What follows belongs to an exercise in optimizing a design on an open flow for small area, a short achievable clock period and few clock cycles per item; a production flow would make more cautious choices. Function was not checked in any run shown here: the RTL went through the layout flow alone. No activity file was given, so power comes from the tool's default toggle rates.

File: design/flow/config.mk
export PLATFORM = sky130hd
export DESIGN_NAME = sqrt_mult_system
export DESIGN_NICKNAME = sqrt_mult_system
export VERILOG_FILES = /design/flow/design.v
export SDC_FILE = /design/flow/constraint.sdc
export NUM_CORES = 4
export LEC_CHECK = 0
export CAP_MARGIN = 20
export CORE_MARGIN = 2
export CORE_UTILIZATION = 40
export SETUP_SLACK_MARGIN = 1.8
export SLEW_MARGIN = 20
File: design/flow/constraint.sdc
create_clock -name core_clock -period 5.0 [get_ports {clk_i}]
set_input_delay 1.0000 -clock core_clock [delete_from_list [all_inputs] [get_ports {clk_i}]]
set_output_delay 1.0000 -clock core_clock [all_outputs]
set_load 0.01 [all_outputs]
File: design/flow/design.v
module sqrt_mult_system (
    input clk_i,
    input rst_i,
    input start_i,
    input [7:0] a_bi,
    input [7:0] b_bi,
    output [15:0] result,
    output done
);
    function [3:0] isqrt;
        input [7:0] x;
        integer k;
        begin
            isqrt = 4'd0;
            for (k = 1; k < 16; k = k + 1)
                if (x >= k * k) isqrt = k;
        end
    endfunction
    wire [3:0] s = isqrt(b_bi);
    wire c1 = b_bi >= 8'd1;
    wire c2 = b_bi >= 8'd4;
    wire c3 = b_bi >= 8'd9;
    wire c4 = b_bi >= 8'd16;
    wire c5 = b_bi >= 8'd25;
    wire c6 = b_bi >= 8'd36;
    wire c7 = b_bi >= 8'd49;
    wire c8 = b_bi >= 8'd64;
    wire c9 = b_bi >= 8'd81;
    wire c10 = b_bi >= 8'd100;
    wire c11 = b_bi >= 8'd121;
    wire c12 = b_bi >= 8'd144;
    wire c13 = b_bi >= 8'd169;
    wire c14 = b_bi >= 8'd196;
    wire c15 = b_bi >= 8'd225;
    wire sb0 = (c1 & ~c2) | (c3 & ~c4) | (c5 & ~c6) | (c7 & ~c8) | (c9 & ~c10) | (c11 & ~c12) | (c13 & ~c14) | c15;
    wire sb1 = (c2 & ~c3) | (c3 & ~c4) | (c6 & ~c7) | (c7 & ~c8) | (c10 & ~c11) | (c11 & ~c12) | (c14 & ~c15) | c15;
    wire sb2 = (c4 & ~c5) | (c5 & ~c6) | (c6 & ~c7) | (c7 & ~c8) | (c12 & ~c13) | (c13 & ~c14) | (c14 & ~c15) | c15;
    wire sb3 = (c8 & ~c9) | (c9 & ~c10) | (c10 & ~c11) | (c11 & ~c12) | (c12 & ~c13) | (c13 & ~c14) | (c14 & ~c15) | c15;
    wire pp0_0 = a_bi[0] & sb0;
    wire pp0_1 = a_bi[1] & sb0;
    wire pp0_2 = a_bi[2] & sb0;
    wire pp0_3 = a_bi[3] & sb0;
    wire pp0_4 = a_bi[4] & sb0;
    wire pp0_5 = a_bi[5] & sb0;
    wire pp0_6 = a_bi[6] & sb0;
    wire pp0_7 = a_bi[7] & sb0;
    wire pp1_0 = a_bi[0] & sb1;
    wire pp1_1 = a_bi[1] & sb1;
    wire pp1_2 = a_bi[2] & sb1;
    wire pp1_3 = a_bi[3] & sb1;
    wire pp1_4 = a_bi[4] & sb1;
    wire pp1_5 = a_bi[5] & sb1;
    wire pp1_6 = a_bi[6] & sb1;
    wire pp1_7 = a_bi[7] & sb1;
    wire pp2_0 = a_bi[0] & sb2;
    wire pp2_1 = a_bi[1] & sb2;
    wire pp2_2 = a_bi[2] & sb2;
    wire pp2_3 = a_bi[3] & sb2;
    wire pp2_4 = a_bi[4] & sb2;
    wire pp2_5 = a_bi[5] & sb2;
    wire pp2_6 = a_bi[6] & sb2;
    wire pp2_7 = a_bi[7] & sb2;
    wire pp3_0 = a_bi[0] & sb3;
    wire pp3_1 = a_bi[1] & sb3;
    wire pp3_2 = a_bi[2] & sb3;
    wire pp3_3 = a_bi[3] & sb3;
    wire pp3_4 = a_bi[4] & sb3;
    wire pp3_5 = a_bi[5] & sb3;
    wire pp3_6 = a_bi[6] & sb3;
    wire pp3_7 = a_bi[7] & sb3;
    wire c1s1 = pp0_1 ^ pp1_0;
    wire c1c1 = pp0_1 & pp1_0;
    wire c1s2 = pp0_2 ^ pp1_1 ^ pp2_0;
    wire c1c2 = (pp0_2 & pp1_1) | (pp2_0 & (pp0_2 | pp1_1));
    wire c1s3 = pp0_3 ^ pp1_2 ^ pp2_1;
    wire c1c3 = (pp0_3 & pp1_2) | (pp2_1 & (pp0_3 | pp1_2));
    wire c1s4 = pp0_4 ^ pp1_3 ^ pp2_2;
    wire c1c4 = (pp0_4 & pp1_3) | (pp2_2 & (pp0_4 | pp1_3));
    wire c1s5 = pp0_5 ^ pp1_4 ^ pp2_3;
    wire c1c5 = (pp0_5 & pp1_4) | (pp2_3 & (pp0_5 | pp1_4));
    wire c1s6 = pp0_6 ^ pp1_5 ^ pp2_4;
    wire c1c6 = (pp0_6 & pp1_5) | (pp2_4 & (pp0_6 | pp1_5));
    wire c1s7 = pp0_7 ^ pp1_6 ^ pp2_5;
    wire c1c7 = (pp0_7 & pp1_6) | (pp2_5 & (pp0_7 | pp1_6));
    wire c1s8 = pp1_7 ^ pp2_6;
    wire c1c8 = pp1_7 & pp2_6;
    wire c2s2 = c1s2 ^ c1c1;
    wire c2c2 = c1s2 & c1c1;
    wire c2s3 = c1s3 ^ c1c2 ^ pp3_0;
    wire c2c3 = (c1s3 & c1c2) | (pp3_0 & (c1s3 | c1c2));
    wire c2s4 = c1s4 ^ c1c3 ^ pp3_1;
    wire c2c4 = (c1s4 & c1c3) | (pp3_1 & (c1s4 | c1c3));
    wire c2s5 = c1s5 ^ c1c4 ^ pp3_2;
    wire c2c5 = (c1s5 & c1c4) | (pp3_2 & (c1s5 | c1c4));
    wire c2s6 = c1s6 ^ c1c5 ^ pp3_3;
    wire c2c6 = (c1s6 & c1c5) | (pp3_3 & (c1s6 | c1c5));
    wire c2s7 = c1s7 ^ c1c6 ^ pp3_4;
    wire c2c7 = (c1s7 & c1c6) | (pp3_4 & (c1s7 | c1c6));
    wire c2s8 = c1s8 ^ c1c7 ^ pp3_5;
    wire c2c8 = (c1s8 & c1c7) | (pp3_5 & (c1s8 | c1c7));
    wire c2s9 = pp2_7 ^ c1c8 ^ pp3_6;
    wire c2c9 = (pp2_7 & c1c8) | (pp3_6 & (pp2_7 | c1c8));
    wire f_g3 = c2s3 & c2c2;
    wire f_p3 = c2s3 ^ c2c2;
    wire f_g4 = c2s4 & c2c3;
    wire f_p4 = c2s4 ^ c2c3;
    wire f_g5 = c2s5 & c2c4;
    wire f_p5 = c2s5 ^ c2c4;
    wire f_g6 = c2s6 & c2c5;
    wire f_p6 = c2s6 ^ c2c5;
    wire f_g7 = c2s7 & c2c6;
    wire f_p7 = c2s7 ^ c2c6;
    wire f_g8 = c2s8 & c2c7;
    wire f_p8 = c2s8 ^ c2c7;
    wire f_g9 = c2s9 & c2c8;
    wire f_p9 = c2s9 ^ c2c8;
    wire f_g10 = pp3_7 & c2c9;
    wire f_p10 = pp3_7 ^ c2c9;
    wire f_k0_1p = c1s1 & pp0_0;
    wire f_k0_2p = c2s2 & c1s1;
    wire f_k0_3p = f_p3 & c2s2;
    wire f_k0_4g = f_g4 | (f_p4 & f_g3);
    wire f_k0_4p = f_p4 & f_p3;
    wire f_k0_5g = f_g5 | (f_p5 & f_g4);
    wire f_k0_5p = f_p5 & f_p4;
    wire f_k0_6g = f_g6 | (f_p6 & f_g5);
    wire f_k0_6p = f_p6 & f_p5;
    wire f_k0_7g = f_g7 | (f_p7 & f_g6);
    wire f_k0_7p = f_p7 & f_p6;
    wire f_k0_8g = f_g8 | (f_p8 & f_g7);
    wire f_k0_8p = f_p8 & f_p7;
    wire f_k0_9g = f_g9 | (f_p9 & f_g8);
    wire f_k0_9p = f_p9 & f_p8;
    wire f_k0_10g = f_g10 | (f_p10 & f_g9);
    wire f_k0_10p = f_p10 & f_p9;
    wire f_k1_2p = f_k0_2p & pp0_0;
    wire f_k1_3p = f_k0_3p & f_k0_1p;
    wire f_k1_4p = f_k0_4p & f_k0_2p;
    wire f_k1_5g = f_k0_5g | (f_k0_5p & f_g3);
    wire f_k1_5p = f_k0_5p & f_k0_3p;
    wire f_k1_6g = f_k0_6g | (f_k0_6p & f_k0_4g);
    wire f_k1_6p = f_k0_6p & f_k0_4p;
    wire f_k1_7g = f_k0_7g | (f_k0_7p & f_k0_5g);
    wire f_k1_7p = f_k0_7p & f_k0_5p;
    wire f_k1_8g = f_k0_8g | (f_k0_8p & f_k0_6g);
    wire f_k1_8p = f_k0_8p & f_k0_6p;
    wire f_k1_9g = f_k0_9g | (f_k0_9p & f_k0_7g);
    wire f_k1_9p = f_k0_9p & f_k0_7p;
    wire f_k1_10g = f_k0_10g | (f_k0_10p & f_k0_8g);
    wire f_k1_10p = f_k0_10p & f_k0_8p;
    wire f_k2_4p = f_k1_4p & pp0_0;
    wire f_k2_5p = f_k1_5p & f_k0_1p;
    wire f_k2_6p = f_k1_6p & f_k1_2p;
    wire f_k2_7g = f_k1_7g | (f_k1_7p & f_g3);
    wire f_k2_7p = f_k1_7p & f_k1_3p;
    wire f_k2_8g = f_k1_8g | (f_k1_8p & f_k0_4g);
    wire f_k2_8p = f_k1_8p & f_k1_4p;
    wire f_k2_9g = f_k1_9g | (f_k1_9p & f_k1_5g);
    wire f_k2_9p = f_k1_9p & f_k1_5p;
    wire f_k2_10g = f_k1_10g | (f_k1_10p & f_k1_6g);
    wire f_k2_10p = f_k1_10p & f_k1_6p;
    wire f_k3_8p = f_k2_8p & pp0_0;
    wire f_k3_9p = f_k2_9p & f_k0_1p;
    wire f_k3_10p = f_k2_10p & f_k1_2p;
    wire f_s4 = f_p4 ^ f_g3;
    wire f_s5 = f_p5 ^ f_k0_4g;
    wire f_s6 = f_p6 ^ f_k1_5g;
    wire f_s7 = f_p7 ^ f_k1_6g;
    wire f_s8 = f_p8 ^ f_k2_7g;
    wire f_s9 = f_p9 ^ f_k2_8g;
    wire f_s10 = f_p10 ^ f_k2_9g;
    wire [11:0] prod = {f_k2_10g, f_s10, f_s9, f_s8, f_s7, f_s6, f_s5, f_s4, f_p3, c2s2, c1s1, pp0_0};
    reg        done_r;
    reg [11:0] res_r;
    always @(posedge clk_i) begin
        done_r <= start_i & ~rst_i;
        res_r  <= prod;
    end
    assign result = {4'b0, res_r};
    assign done   = done_r;
endmodule
File: design/flow/flow/run.sh
#!/bin/bash
# Layout flow: the standard ORFS flow, with two changes.
#  1. Synthesis is ORFS's own script (with the standard flow's -nofsm -noshare wrapper,
#     flatten and renaming, as in synth_recipe.tcl), but ABC maps with the
#     script in flow/abc.script and full/half adder extraction can be skipped.
#  2. The port buffers inserted during placement are buf cells instead of
#     the slow clkdlybuf cells that buffer_ports picks by default.
# Settings come from flow/params.sh. Each tool's output goes to its own log.
set -euo pipefail
HERE=$(pwd)
source "$HERE/flow/params.sh"
export MY_ABC_SCRIPT="$HERE/flow/abc.script"
export MY_NOFA
export BUFFER_PORTS_ARGS="-buffer_cell $PORT_BUFFER"
sed "s#SYNTH_SCRIPT=[^ ]*#SYNTH_SCRIPT=$HERE/flow/synth.tcl#" standard.sh > my_standard.sh
bash my_standard.sh finish > flow_make.log 2>&1
File: design/flow/flow/abc.script
strash
dch
map -D 2000
topo
stime -c
File: design/flow/flow/params.sh
MY_NOFA=1
PORT_BUFFER=sky130_fd_sc_hd__buf_1
File: design/flow/flow/synth.tcl
# synth_recipe.tcl with two hooks: abc runs flow/abc.script (MY_ABC_SCRIPT),
# and extract_fa is skipped when MY_NOFA is 1.
proc synth {args} { yosys synth -nofsm -noshare {*}$args }
proc abc {args} {
  set out {}
  set skip 0
  foreach a $args {
    if {$skip} { set skip 0; continue }
    if {$a eq "-script" || $a eq "-D"} { set skip 1; continue }
    lappend out $a
  }
  lappend out -script $::env(MY_ABC_SCRIPT)
  yosys abc {*}$out
}
if {$::env(MY_NOFA)} { proc extract_fa {args} {} }
source $::env(SCRIPTS_DIR)/synth.tcl
# left out here: clear keep_hierarchy, flatten, clean up, hide names made inside functions, write 1_2_yosys.v
File: design/flow/standard.sh
#!/bin/bash
# synth_recipe.tcl (not shown) runs the flow's synth.tcl, then flattens the netlist and writes it again
# the make line also repeats each setting of config.mk as NAME=value (left out here)
make -C /OpenROAD-flow-scripts/flow DESIGN_CONFIG=/design/flow/config.mk WORK_HOME=/design/flow/orfs CLKGATE_MAP_FILE= SYNTH_SCRIPT=/design/flow/synth_recipe.tcl "${@:-finish}"
==> flow_summary_export.csv, run 1 <==
group,metric,value,unit
power,irDropWorstVdd,0.0916,mV
floorplan,floorplan.die.height,67.1,um
synthesis,yosys_register_bits,13,
detailed_routing,drcViolationCount,0,
placed_design,place_hpwl,3.27,mm
power,combinationalPowerShare,67.6,%
power,cell_internal_pwr,0.000400,W
detailed_routing,routed_wirelength,5.41,mm
min_path,hold_path.class,"in2reg",
layout,antennaDiodeCount,0,
grt,grtUsageTotal,22.2,%
sta,worst_slew_pin_slew,0.509,ns
synthesis,synth.cells.most_frequent,"86 x sky130_fd_sc_hd__nand2_1, 36 x sky130_fd_sc_hd__clkinv_1, 36 x sky130_fd_sc_hd__nor2_1",
synthesis,synth-edff-count,0,
placed_design,place_congestion,0.876,
layout,ff_latch_area,260,sq um
power,power.density,271,nW/um^2
flow_run,max-cap-violations,0,
synthesis,library_cell_with_the_highest_instance_count_after_synthesis,"sky130_fd_sc_hd__nand2_1",
synthesis,synthDominantCellAreaShare,20.3,%
setup_path,timing.critical_path.fanout_max,6,
clocking,clk_path_buf_depth,2,
detailed_routing,first_iter_violations,75,
min_path,min_path_cells,2,
sta,final_critical_path_setup_slack,1.33,ns
sta,hold_viol_final,0,
placed_design,place_ws,0.753,ns
sta,rsz_0062_raised_after_global_routing,"yes",
synthesis,synthTopCellsByArea,"sky130_fd_sc_hd__nand2_1 20%, sky130_fd_sc_hd__dfxtp_1 16%, sky130_fd_sc_hd__nand3_1 10%",
clocking,post_cts_hold_buffer_count,0,
power,clock_power_share,12.3,%
clocking,numCtsBuffers,3,
sta,totalNegativeSetupSlack,0,ns
sta,number_of_max_slew_violations_in_the_final_report,0,
setup_path,crit_cells,21,
clocking,numClockSinks,13,
grt,first_pass_grt_wire_length,8.05,mm
synthesis,post_synthesis_average_cell_area,5.48,sq um
grt,antenna_found_initial,0,
floorplan,initial_utilization,42.5,%
setup_path,chain_of_cells_forming_the_critical_path,"buf_4 -> nand2_4 -> o21ai_2 -> a41oi_2 -> and2b_2 -> nor2_2 -> nand3_2 -> nor2_4 -> buf_12 -> nor2_4 -> a21oi_4 -> nor2_2 -> nand2_1 -> nand4_1 -> nand2_2 -> nand2_2 -> nand4_1 -> nand4_1 -> nor3_2 -> nand3b_1 -> nand2_1",
setup_path,start_kind,"primary input",
sta,post-route-period-util,73.3,%
power,net-switching-power,0.000336,W
layout,filler_cell_count,304,
floorplan,number_of_ports_placed_on_the_die_boundary,36,
power,netSwitchingFraction,45.7,%
grt,grt_pass1_vias,1965,
layout,multiInputGateArea,1720,sq um
synthesis,yosys_warnings,1,
power,total_leakage_power,1.12,nW
detailed_routing,dr.pass1.iters,4,
setup_path,worst_setup_path_end_kind,"register",
synthesis,synth-seq-area-share,16.4,%
detailed_routing,dr_total_vias,2237,
setup_path,crit_required,5.13,ns
power,power_frac_seq,20.2,%
synthesis,dominantRegCellSynth,"sky130_fd_sc_hd__dfxtp_1",
setup_path,critical_path_buf_inv_count,2,
clocking,worst_setup_hold_path_clk_slew,0.05,ns
setup_path,critical_path_arrival,3.80,ns
layout,layout.core_utilization,72.7,%
synthesis,synth.lib_cells_used.distinct,29,
setup_path,worst_path_max_delay_cell,"sky130_fd_sc_hd__and2b_2",
setup_path,worst_path_largest_cell_delay,0.26,ns
placed_design,port_bufs,31,
layout,syn_to_final_growth,71.1,%
setup_path,worstSetupPathType,"in2reg",
setup_path,cp_top_family,"simple AND/OR/NAND/NOR gates",
clocking,htree_levels,1,
detailed_routing,route.detailed.vias_per_inst,5.47,
floorplan,fp.coreArea,3740,sq um
sta,finalWorstPathRequiredPeriod,3.67,ns
synthesis,netlist_area,1590,sq um
clocking,cts_tree,"built",
sta,setup_viol,0,
synthesis,synth.largest_area_cell,"sky130_fd_sc_hd__nand2_1",
status,outcome,"complete, no violations",
sta,hold_ws,0.909,ns
floorplan,chipWidth,67.1,um
synthesis,async_flop_share,0,%
synthesis,syn-instance-count,290,
detailed_routing,detail-route-antenna-nets,0,
sta,relSlewSlack,66.0,%
setup_path,worst_path_most_repeated_cell,"sky130_fd_sc_hd__nand4_1",
clocking,ctsRootBufferMaster,"sky130_fd_sc_hd__clkbuf_8",
layout,layout-drive-gt1-share,41.6,%
layout,finalNetCount,381,
grt,grt_remaining_overflow,0,
floorplan,dieArea,4500,sq um
floorplan,floorplan.rows,22,
grt,maximum_number_of_pins_on_one_net_before_global_route_repair,10,
detailed_routing,detail_route.wl_per_cell,13.2,um
sta,max_clock_freq,0.273,GHz
==> sequential cells by signal, summed over array words and instances, names as in the netlist <==
signal / flops
res_r: 12
done_r: 1
==> metal layers <==
metal	track usage, %	share of wire [%]	vias up
met5	0	0	-
met2	40.7	51	60
met4	7.14	1.8	0
met3	1.86	4.1	12
li1	-	-	1123
met1	26.9	43	1042
==> power groups by stage <==
stage	sequential [W]	combinational (W)	clock [W]
floorplan	0.000171	0.000245	0
global placement	0.000150	0.000340	0
detailed placement	0.000152	0.000340	0
CTS	0.000149	0.000424	0.0000930
global route	0.000153	0.000549	0.0000964
finish	0.000149	0.000498	0.0000903
==> timing repair <==
action / in CTS / in global routing
endpoints found under the hold margin: 0 / 0
endpoints found under the setup margin: 9 / 9
setup buffers: 28 / 9
pin swaps: 41 / 36
gates resized for setup: 57 / 78
==> kinds of logic (layout without fill, tap and decap cells) <==
group | Yosys count | in the layout | synth area share, %
and+or+nand+nor | 179 | 179 | 49.1
other | 1 | 4 | 0.236
DFF | 13 | 13 | 16.4
xor gates and xnor gates | 6 | 6 | 3.30
AOI/OAI and AO/OA | 51 | 51 | 20.6
buffers and inverters | 40 | 108 | 10.4
==> per-stage QoR <==
step                      cells  cell area (sq um)  power [W]
after floorplan             293               1730   0.000416
after global placement      368               1880   0.000490
after detailed placement    368               1880   0.000491
after CTS                   400               2350   0.000667
after global routing        409               2720   0.000798
final                       409               2720   0.000737
==> cells in the final DEF (no fill, tap or decap), types with 3 or more instances in the layout <==
| master | netlist | routed |
|---|---|---|
| sky130_fd_sc_hd__o21ai_1 | 0 | 5 |
| sky130_fd_sc_hd__clkinv_1 | 36 | 24 |
| sky130_fd_sc_hd__inv_2 | 0 | 3 |
| sky130_fd_sc_hd__o22ai_4 | 0 | 4 |
| sky130_fd_sc_hd__clkinv_2 | 0 | 3 |
| sky130_fd_sc_hd__buf_4 | 4 | 33 |
| sky130_fd_sc_hd__buf_6 | 0 | 7 |
| sky130_fd_sc_hd__nor2_2 | 0 | 8 |
| sky130_fd_sc_hd__nand2_2 | 0 | 17 |
| sky130_fd_sc_hd__a21oi_1 | 10 | 4 |
| sky130_fd_sc_hd__a21boi_2 | 0 | 3 |
| sky130_fd_sc_hd__nand2_1 | 86 | 67 |
| sky130_fd_sc_hd__nand4_1 | 11 | 11 |
| sky130_fd_sc_hd__nand3_1 | 33 | 13 |
| sky130_fd_sc_hd__nand3_2 | 0 | 14 |
| sky130_fd_sc_hd__a21oi_2 | 0 | 3 |
| sky130_fd_sc_hd__a21oi_4 | 0 | 3 |
| sky130_fd_sc_hd__o21ai_2 | 0 | 3 |
| sky130_fd_sc_hd__nor2_4 | 0 | 8 |
| sky130_fd_sc_hd__nand3b_1 | 4 | 4 |
| sky130_fd_sc_hd__clkbuf_8 | 0 | 3 |
| sky130_fd_sc_hd__clkinvlp_4 | 0 | 3 |
| sky130_fd_sc_hd__xor2_1 | 5 | 5 |
| sky130_fd_sc_hd__nor2_1 | 36 | 20 |
| sky130_fd_sc_hd__conb_1 | 1 | 4 |
| sky130_fd_sc_hd__nand3_4 | 0 | 6 |
| sky130_fd_sc_hd__o21ai_0 | 12 | 3 |
| sky130_fd_sc_hd__buf_1 | 0 | 23 |
| sky130_fd_sc_hd__dfxtp_1 | 13 | 13 |
==> layout make-up <==
cell class	count	share of cell area (%)
multi-input combinational	240	63.3
timing repair buffer	68	17.1
sequential	13	9.56
inverter	36	6.16
tap	48	2.21
clock buffer	4	1.66
==> final timing paths <==
kind	startpoint	to	slack (ns)
worst max-delay path	b_bi[5]	res_r[9]	1.33
worst min-delay path	rst_i	done_r	0.91
==> run 2: changes to the inputs <==
==> design/flow/flow/abc.script (replaced) <==
strash
dch
map -D 2400
topo
stime -c
buffer -c
upsize -c -D 2400
dnsize -c -D 2400
==> flow_summary_export.csv, run 2 <==
group,metric,value,unit
setup_path,critical_path_buf_inv_count,5,
synthesis,synth.largest_area_cell,"sky130_fd_sc_hd__dfxtp_1",
synthesis,combinational_family_with_the_most_area_after_synthesis,"simple AND/OR/NAND/NOR gates",
synthesis,post_synth_fa_ha_maj_area_fraction,0,%
floorplan,number_of_ports_placed_on_the_die_boundary,36,
sta,max_clock_freq,0.275,GHz
setup_path,chain_of_cells_forming_the_critical_path,"buf_6 -> nor2_4 -> nand3_4 -> o211ai_4 -> buf_4 -> inv_1 -> nor2_4 -> nor3_4 -> buf_12 -> buf_8 -> o22ai_2 -> a21boi_4 -> nand3b_4 -> nand3_1 -> and2_4 -> and2_4 -> nor2_2 -> nor2_2 -> a221oi_2 -> nand2_1 -> o21ai_1 -> nand2_1",
synthesis,synth.lib_cells_used.distinct,48,
floorplan,floorplan.rows,24,
placed_design,port_bufs,31,
synthesis,area_fraction_in_and_or_nand_and_nor_cells_after_synthesis,43.7,%
placed_design,place_congestion,0.824,
detailed_routing,dr.pass1.iters,4,
setup_path,worst_path_max_delay_cell,"sky130_fd_sc_hd__a221oi_2",
layout,regMostFlops,"res_r",
synthesis,synth_xor_area_share,12.2,%
clocking,cts_tree,"built",
synthesis,syn-instance-count,257,
power,total_leakage_power,1.19,nW
synthesis,library_cell_with_the_highest_instance_count_after_synthesis,"sky130_fd_sc_hd__nand2_1",
layout,layout.core_utilization,59.3,%
status,outcome,"complete, no violations",
synthesis,compound_cell_area_share_of_the_yosys_netlist,18.8,%
floorplan,fp.coreArea,4290,sq um
min_path,min_path_cells,2,
clocking,numClockSinks,13,
detailed_routing,detail-route-antenna-nets,0,
layout,layout.cells.most_common,"sky130_fd_sc_hd__nand2_1",
detailed_routing,route.detailed.vias_per_inst,4.91,
layout,syn_to_final_growth,45.6,%
grt,antenna_found_initial,0,
min_path,worst_hold_startpoint,"rst_i",
synthesis,synth-edff-count,0,
synthesis,netlist_area,1750,sq um
min_path,hold_path_end,"done_r",
synthesis,post_synthesis_average_cell_area,6.80,sq um
floorplan,initial_utilization,40.7,%
clocking,worst_setup_hold_path_clk_slew,0.05,ns
layout,antennaDiodeCount,0,
synthesis,post_synth_mux_area_share,0,%
setup_path,critical_path_arrival,3.76,ns
synthesis,synthDominantCellAreaShare,14.9,%
power,power,0.000766,W
placed_design,cell_count_after_placement,337,
floorplan,dieArea,4910,sq um
setup_path,worst_setup_path_end_kind,"register",
grt,maximum_number_of_pins_on_one_net_before_global_route_repair,12,
synthesis,dominantRegCellSynth,"sky130_fd_sc_hd__dfxtp_1",
sta,hold_ws,0.907,ns
setup_path,worst_path_largest_cell_delay,0.27,ns
setup_path,worstSetupPathType,"in2reg",
grt,grt_pass1_vias,1685,
clocking,numCtsBuffers,3,
layout,layout_common_cells,"46 x sky130_fd_sc_hd__nand2_1, 25 x sky130_fd_sc_hd__buf_4, 23 x sky130_fd_sc_hd__buf_1",
detailed_routing,routed_wirelength,4.33,mm
detailed_routing,drcViolationCount,0,
setup_path,start_kind,"primary input",
clocking,clk_path_buf_depth,2,
power,power.density,301,nW/um^2
layout,finalNetCount,339,
power,irDropWorstVdd,0.0900,mV
clocking,htree_levels,1,
synthesis,yosys_warnings,1,
min_path,hold_path.class,"in2reg",
placed_design,place_hpwl,2.98,mm
layout,largestRegisters,"res_r: 12 flops, done_r: 1 flops",
sta,rsz_0062_raised_after_global_routing,"yes",
synthesis,yosys_register_bits,13,
synthesis,synthTopCellsByArea,"sky130_fd_sc_hd__dfxtp_1 15%, sky130_fd_sc_hd__nand2_1 13%, sky130_fd_sc_hd__nor2_1 6.2%",
synthesis,async_flop_share,0,%
sta,hold_viol_final,0,
flow_run,max-cap-violations,0,
synthesis,synth.cells.most_frequent,"59 x sky130_fd_sc_hd__nand2_1, 29 x sky130_fd_sc_hd__nor2_1, 23 x sky130_fd_sc_hd__inv_1",
detailed_routing,dr_total_vias,1823,
synthesis,synth-seq-area-share,14.9,%
floorplan,floorplan.die.height,70.1,um
sta,post-route-period-util,72.6,%
clocking,ctsRootBufferMaster,"sky130_fd_sc_hd__clkbuf_8",
sta,finalWorstPathRequiredPeriod,3.63,ns
setup_path,crit_required,5.13,ns
grt,grtUsageTotal,17.1,%
setup_path,cp_top_family,"simple AND/OR/NAND/NOR gates",
grt,grt_remaining_overflow,0,
layout,fin_cells,371,
floorplan,chipWidth,70.1,um
sta,setup_viol,0,
setup_path,timing.critical_path.fanout_max,6,
sta,number_of_max_slew_violations_in_the_final_report,0,
layout,number_of_flip_flops_in_the_largest_register,12,
sta,totalNegativeSetupSlack,0,ns
layout,layout-drive-gt1-share,46.1,%
detailed_routing,first_iter_violations,39,
grt,first_pass_grt_wire_length,7.08,mm
detailed_routing,detail_route.wl_per_cell,11.7,um
run 2: cell families after synthesis:
group,Yosys count
simple gates,144
compound gates,39
buf+inv,39
xor+xnor,21
flops,13
other cells,1
run 2: through the flow:
step | instance area, sq um | setup slack, ns
after floorplan | 1790 | 1.53
after global placement | 1920 | 0.660
after detailed placement | 1920 | 0.541
after CTS | 2340 | 1.37
after global routing | 2540 | 1.13
final | 2540 | 1.37
run 2: final cells by class:
cell class / instances / area, sq um
multi-input cells: 208 / 1640
flip-flops and latches: 13 / 260
repair buffers: 62 / 413
fillers: 411 / 1750
clock buffers: 4 / 45.0
inverters: 32 / 125
well taps: 52 / 65.1
run 2: how the worst max path moves through the flow:
| stage | from | to | depth (start not counted) |
|---|---|---|---|
| after floorplan | b_bi[1] | res_r[9] | 21 |
| after global placement | b_bi[5] | res_r[10] | 22 |
| after detailed placement | b_bi[5] | res_r[11] | 23 |
| after CTS | b_bi[0] | res_r[10] | 22 |
| after global routing | b_bi[1] | res_r[10] | 25 |
| final | b_bi[1] | res_r[10] | 22 |
run 2: where the power goes:
part | internal, W | switching [W] | total (W) | leakage, nW
clock | 0.0000560 | 0.0000339 | 0.0000900 | 0.0228
combinational | 0.000233 | 0.000292 | 0.000525 | 1.05
sequential | 0.000144 | 0.00000728 | 0.000151 | 0.109
run 2: layer usage:
metal | global-route usage (%) | up-vias | share of wire [%]
met4 | 6.41 | 0 | 2.2
met2 | 31.1 | 47 | 52
met1 | 21.0 | 819 | 43
li1 | - | 947 | -
met3 | 1.01 | 10 | 2.4
met5 | 0 | - | 0
run 2: what timing repair did:
item	in CTS	in global routing
gates cloned	0	0
hold buffers	0	0
pin swaps	35	21
gates resized for setup	51	31
endpoints found under the setup margin	10	9
setup buffers	23	7
==> run 3: changes to the inputs <==
--- a/design/flow/config.mk
+++ b/design/flow/config.mk
@@ -8,5 +8,5 @@
 export CAP_MARGIN = 20
 export CORE_MARGIN = 2
 export CORE_UTILIZATION = 40
-export SETUP_SLACK_MARGIN = 1.8
+export SETUP_SLACK_MARGIN = 1.4
 export SLEW_MARGIN = 20
==> flow_summary_export.csv, run 3 <==
group,metric,value,unit
layout,largestRegisters,"res_r: 12 flops, done_r: 1 flops",
layout,finalNetCount,334,
power,irDropWorstVdd,0.117,mV
floorplan,dieArea,4910,sq um
synthesis,synth.cells.most_frequent,"59 x sky130_fd_sc_hd__nand2_1, 29 x sky130_fd_sc_hd__nor2_1, 23 x sky130_fd_sc_hd__inv_1",
synthesis,dominantRegCellSynth,"sky130_fd_sc_hd__dfxtp_1",
floorplan,initial_utilization,40.7,%
setup_path,worstSetupPathType,"in2reg",
layout,regMostFlops,"res_r",
clocking,worst_setup_hold_path_clk_slew,0.05,ns
setup_path,critical_path_arrival,3.90,ns
layout,antennaDiodeCount,0,
power,power,0.000749,W
sta,number_of_max_slew_violations_in_the_final_report,0,
sta,hold_viol_final,0,
min_path,hold_path.class,"in2reg",
synthesis,post_synthesis_average_cell_area,6.80,sq um
synthesis,synth-seq-area-share,14.9,%
synthesis,compound_cell_area_share_of_the_yosys_netlist,18.8,%
status,outcome,"complete, no violations",
floorplan,fp.coreArea,4290,sq um
grt,first_pass_grt_wire_length,7.16,mm
layout,filler_cell_count,424,
power,total_leakage_power,1.12,nW
clocking,post_cts_hold_buffer_count,0,
flow_run,max-cap-violations,0,
clocking,cts_tree,"built",
sta,relSlewSlack,65.0,%
synthesis,post_synth_mux_area_share,0,%
setup_path,worst_setup_path_end_kind,"register",
clocking,htree_levels,1,
synthesis,synth.largest_area_cell,"sky130_fd_sc_hd__dfxtp_1",
grt,grt_remaining_overflow,0,
detailed_routing,dr.pass1.iters,4,
synthesis,synth-edff-count,0,
min_path,hold_path_end,"done_r",
clocking,ctsRootBufferMaster,"sky130_fd_sc_hd__clkbuf_8",
detailed_routing,drcViolationCount,0,
floorplan,floorplan.die.height,70.1,um
sta,rsz_0062_raised_after_global_routing,"yes",
layout,layout_common_cells,"53 x sky130_fd_sc_hd__nand2_1, 25 x sky130_fd_sc_hd__buf_1, 23 x sky130_fd_sc_hd__buf_4",
layout,number_of_flip_flops_in_the_largest_register,12,
clocking,numClockSinks,13,
synthesis,combinational_family_with_the_most_area_after_synthesis,"simple AND/OR/NAND/NOR gates",
placed_design,place_hpwl,3.11,mm
sta,totalNegativeSetupSlack,0,ns
grt,grt_pass1_vias,1708,
synthesis,async_flop_share,0,%
clocking,numCtsBuffers,3,
detailed_routing,detail-route-antenna-nets,0,
floorplan,number_of_ports_placed_on_the_die_boundary,36,
layout,layout-drive-gt1-share,40.4,%
layout,layout.cells.most_common,"sky130_fd_sc_hd__nand2_1",
setup_path,crit_required,5.13,ns
detailed_routing,dr_total_vias,1834,
sta,worst_slew_pin_slew,0.520,ns
synthesis,synth.lib_cells_used.distinct,48,
synthesis,post_synth_fa_ha_maj_area_fraction,0,%
setup_path,timing.critical_path.fanout_max,4,
min_path,min_path_cells,2,
placed_design,port_bufs,31,
setup_path,start_kind,"primary input",
grt,grtUsageTotal,17.4,%
synthesis,yosys_register_bits,13,
synthesis,synth_xor_area_share,12.2,%
synthesis,synthDominantCellAreaShare,14.9,%
synthesis,library_cell_with_the_highest_instance_count_after_synthesis,"sky130_fd_sc_hd__nand2_1",
grt,antenna_found_initial,0,
sta,setup_viol,0,
detailed_routing,routed_wirelength,4.49,mm
placed_design,cell_count_after_placement,336,
detailed_routing,route.detailed.vias_per_inst,5.01,
layout,syn_to_final_growth,36.5,%
sta,max_clock_freq,0.265,GHz
power,power.density,314,nW/um^2
grt,maximum_number_of_pins_on_one_net_before_global_route_repair,10,
layout,fin_cells,366,
min_path,worst_hold_startpoint,"rst_i",
clocking,clk_path_buf_depth,2,
detailed_routing,detail_route.wl_per_cell,12.3,um
floorplan,floorplan.rows,24,
synthesis,netlist_area,1750,sq um
synthesis,yosys_warnings,1,
synthesis,area_fraction_in_and_or_nand_and_nor_cells_after_synthesis,43.7,%
placed_design,place_congestion,0.832,
detailed_routing,first_iter_violations,49,
synthesis,syn-instance-count,257,
floorplan,chipWidth,70.1,um
sta,finalWorstPathRequiredPeriod,3.77,ns
synthesis,synthTopCellsByArea,"sky130_fd_sc_hd__dfxtp_1 15%, sky130_fd_sc_hd__nand2_1 13%, sky130_fd_sc_hd__nor2_1 6.2%",
sta,post-route-period-util,75.4,%
[run 3: cell counts after synthesis]
Identical to the previous run, type by type.
[run 3: worst max-delay path by stage]
stage	slack (ns)	endpoint	start
finish	1.23	res_r[10]	b_bi[1]
global route	1.06	res_r[10]	b_bi[1]
CTS	1.32	res_r[10]	b_bi[0]
detailed placement	0.56	res_r[10]	b_bi[5]
global placement	0.57	res_r[10]	b_bi[5]
floorplan	1.48	res_r[9]	b_bi[5]
[run 3: final cells by class]
| cell class | instances | area [sq um] | share of cell area [%] |
|---|---|---|---|
| Inverter | 32 | 120 | 5.03 |
| Clock buffer | 4 | 45.0 | 1.89 |
| Tap cell | 52 | 65.1 | 2.73 |
| Sequential cell | 13 | 260 | 10.9 |
| Timing Repair Buffer | 57 | 337 | 14.1 |
| Multi-Input combinational cell | 208 | 1560 | 65.3 |
[run 3: kinds of logic after synthesis]
family                    after synthesis
AOI/OAI and AO/OA                      39
xor gates and xnor gates               21
buffers and inverters                  39
DFF                                    13
other                                   1
and+or+nand+nor                       144
[run 3: power breakdown]
| group | leakage (nW) | internal [W] | switching [W] |
|---|---|---|---|
| clock | 0.0228 | 0.0000559 | 0.0000325 |
| sequential | 0.109 | 0.000144 | 0.00000772 |
| combinational | 0.987 | 0.000216 | 0.000292 |
[run 3: what timing repair did]
action,CTS,global route
setup endpoints to repair,8,7
pin swaps,24,38
hold endpoints to repair,0,0
cloned,0,0
resized for setup,31,31
setup buffers,18,8
[run 3: worst max-delay path, cell delays in order]
cell                       delay (ns)
sky130_fd_sc_hd__clkbuf_2        0.10
sky130_fd_sc_hd__nor2_4          0.16
sky130_fd_sc_hd__nand3_2         0.13
sky130_fd_sc_hd__o211ai_4        0.23
sky130_fd_sc_hd__nand2_1         0.08
sky130_fd_sc_hd__nor2_1          0.15
sky130_fd_sc_hd__nand3_2         0.10
sky130_fd_sc_hd__nor3_4          0.18
sky130_fd_sc_hd__buf_6           0.17
sky130_fd_sc_hd__buf_6           0.12
sky130_fd_sc_hd__o22ai_4         0.07
sky130_fd_sc_hd__nand2_1         0.09
sky130_fd_sc_hd__xor2_1          0.18
sky130_fd_sc_hd__or2_4           0.16
sky130_fd_sc_hd__nand2_4         0.05
sky130_fd_sc_hd__xor2_2          0.16
sky130_fd_sc_hd__nand3_4         0.11
sky130_fd_sc_hd__nand4_4         0.13
sky130_fd_sc_hd__a31oi_4         0.25
sky130_fd_sc_hd__nand4_1         0.13
sky130_fd_sc_hd__nand3_1         0.10
sky130_fd_sc_hd__nand2_1         0.05
[run 3: per-stage QoR]
stage               worst slack [ns]  instance area, sq um  util [%]  hold slack [ns]
floorplan                       1.48                  1760         -             1.07
global placement               0.566                  1880      43.9             1.16
detailed placement             0.556                  1880      43.9             1.16
global route                    1.06                  2390      55.6            0.928
CTS                             1.32                  2180      50.8            0.916
finish                          1.23                  2390      55.6            0.913
[run 3: routing by layer]
layer  routed length (um)  global-route usage [%]  vias to the layer above  share of wire [%]
met5                    0                       0                        -                  0
met4                  102                    5.77                        0                2.3
met3                  159                    1.59                       10                3.5
met2                 2390                    32.8                       59                 53
met1                 1840                    20.5                      829                 41
li1                     -                       -                      936                  -

==> port drivers added, routing unchanged <==
Ports are ideal in the flow. The routed layouts listed here were re-timed in OpenROAD.
Step 1 assumes that a clkbuf_16 drives the clock port and a buf_2 every other input.
Step 2 also shifts input and output timing later by t, the mid clock arrival at the registers, as if the neighbouring blocks saw the same clock.
a / b / c = no drivers / after step 1 / after step 2; a / b = the first two.
run	t, ns	slack for setup (ns)	worst data-port slew with drivers (ns)
run 1	0.262	1.333 / 1.318 / 1.056	0.05
run 2	0.257	1.370 / 1.357 / 1.100	0.04
run 3	0.257	1.230 / 1.233 / 0.976	0.04
After both steps every run listed still meets setup and hold. For run 1, which loses most, drivers alone change the setup slack by -0.015 ns; drivers and shift together by -0.277 ns.
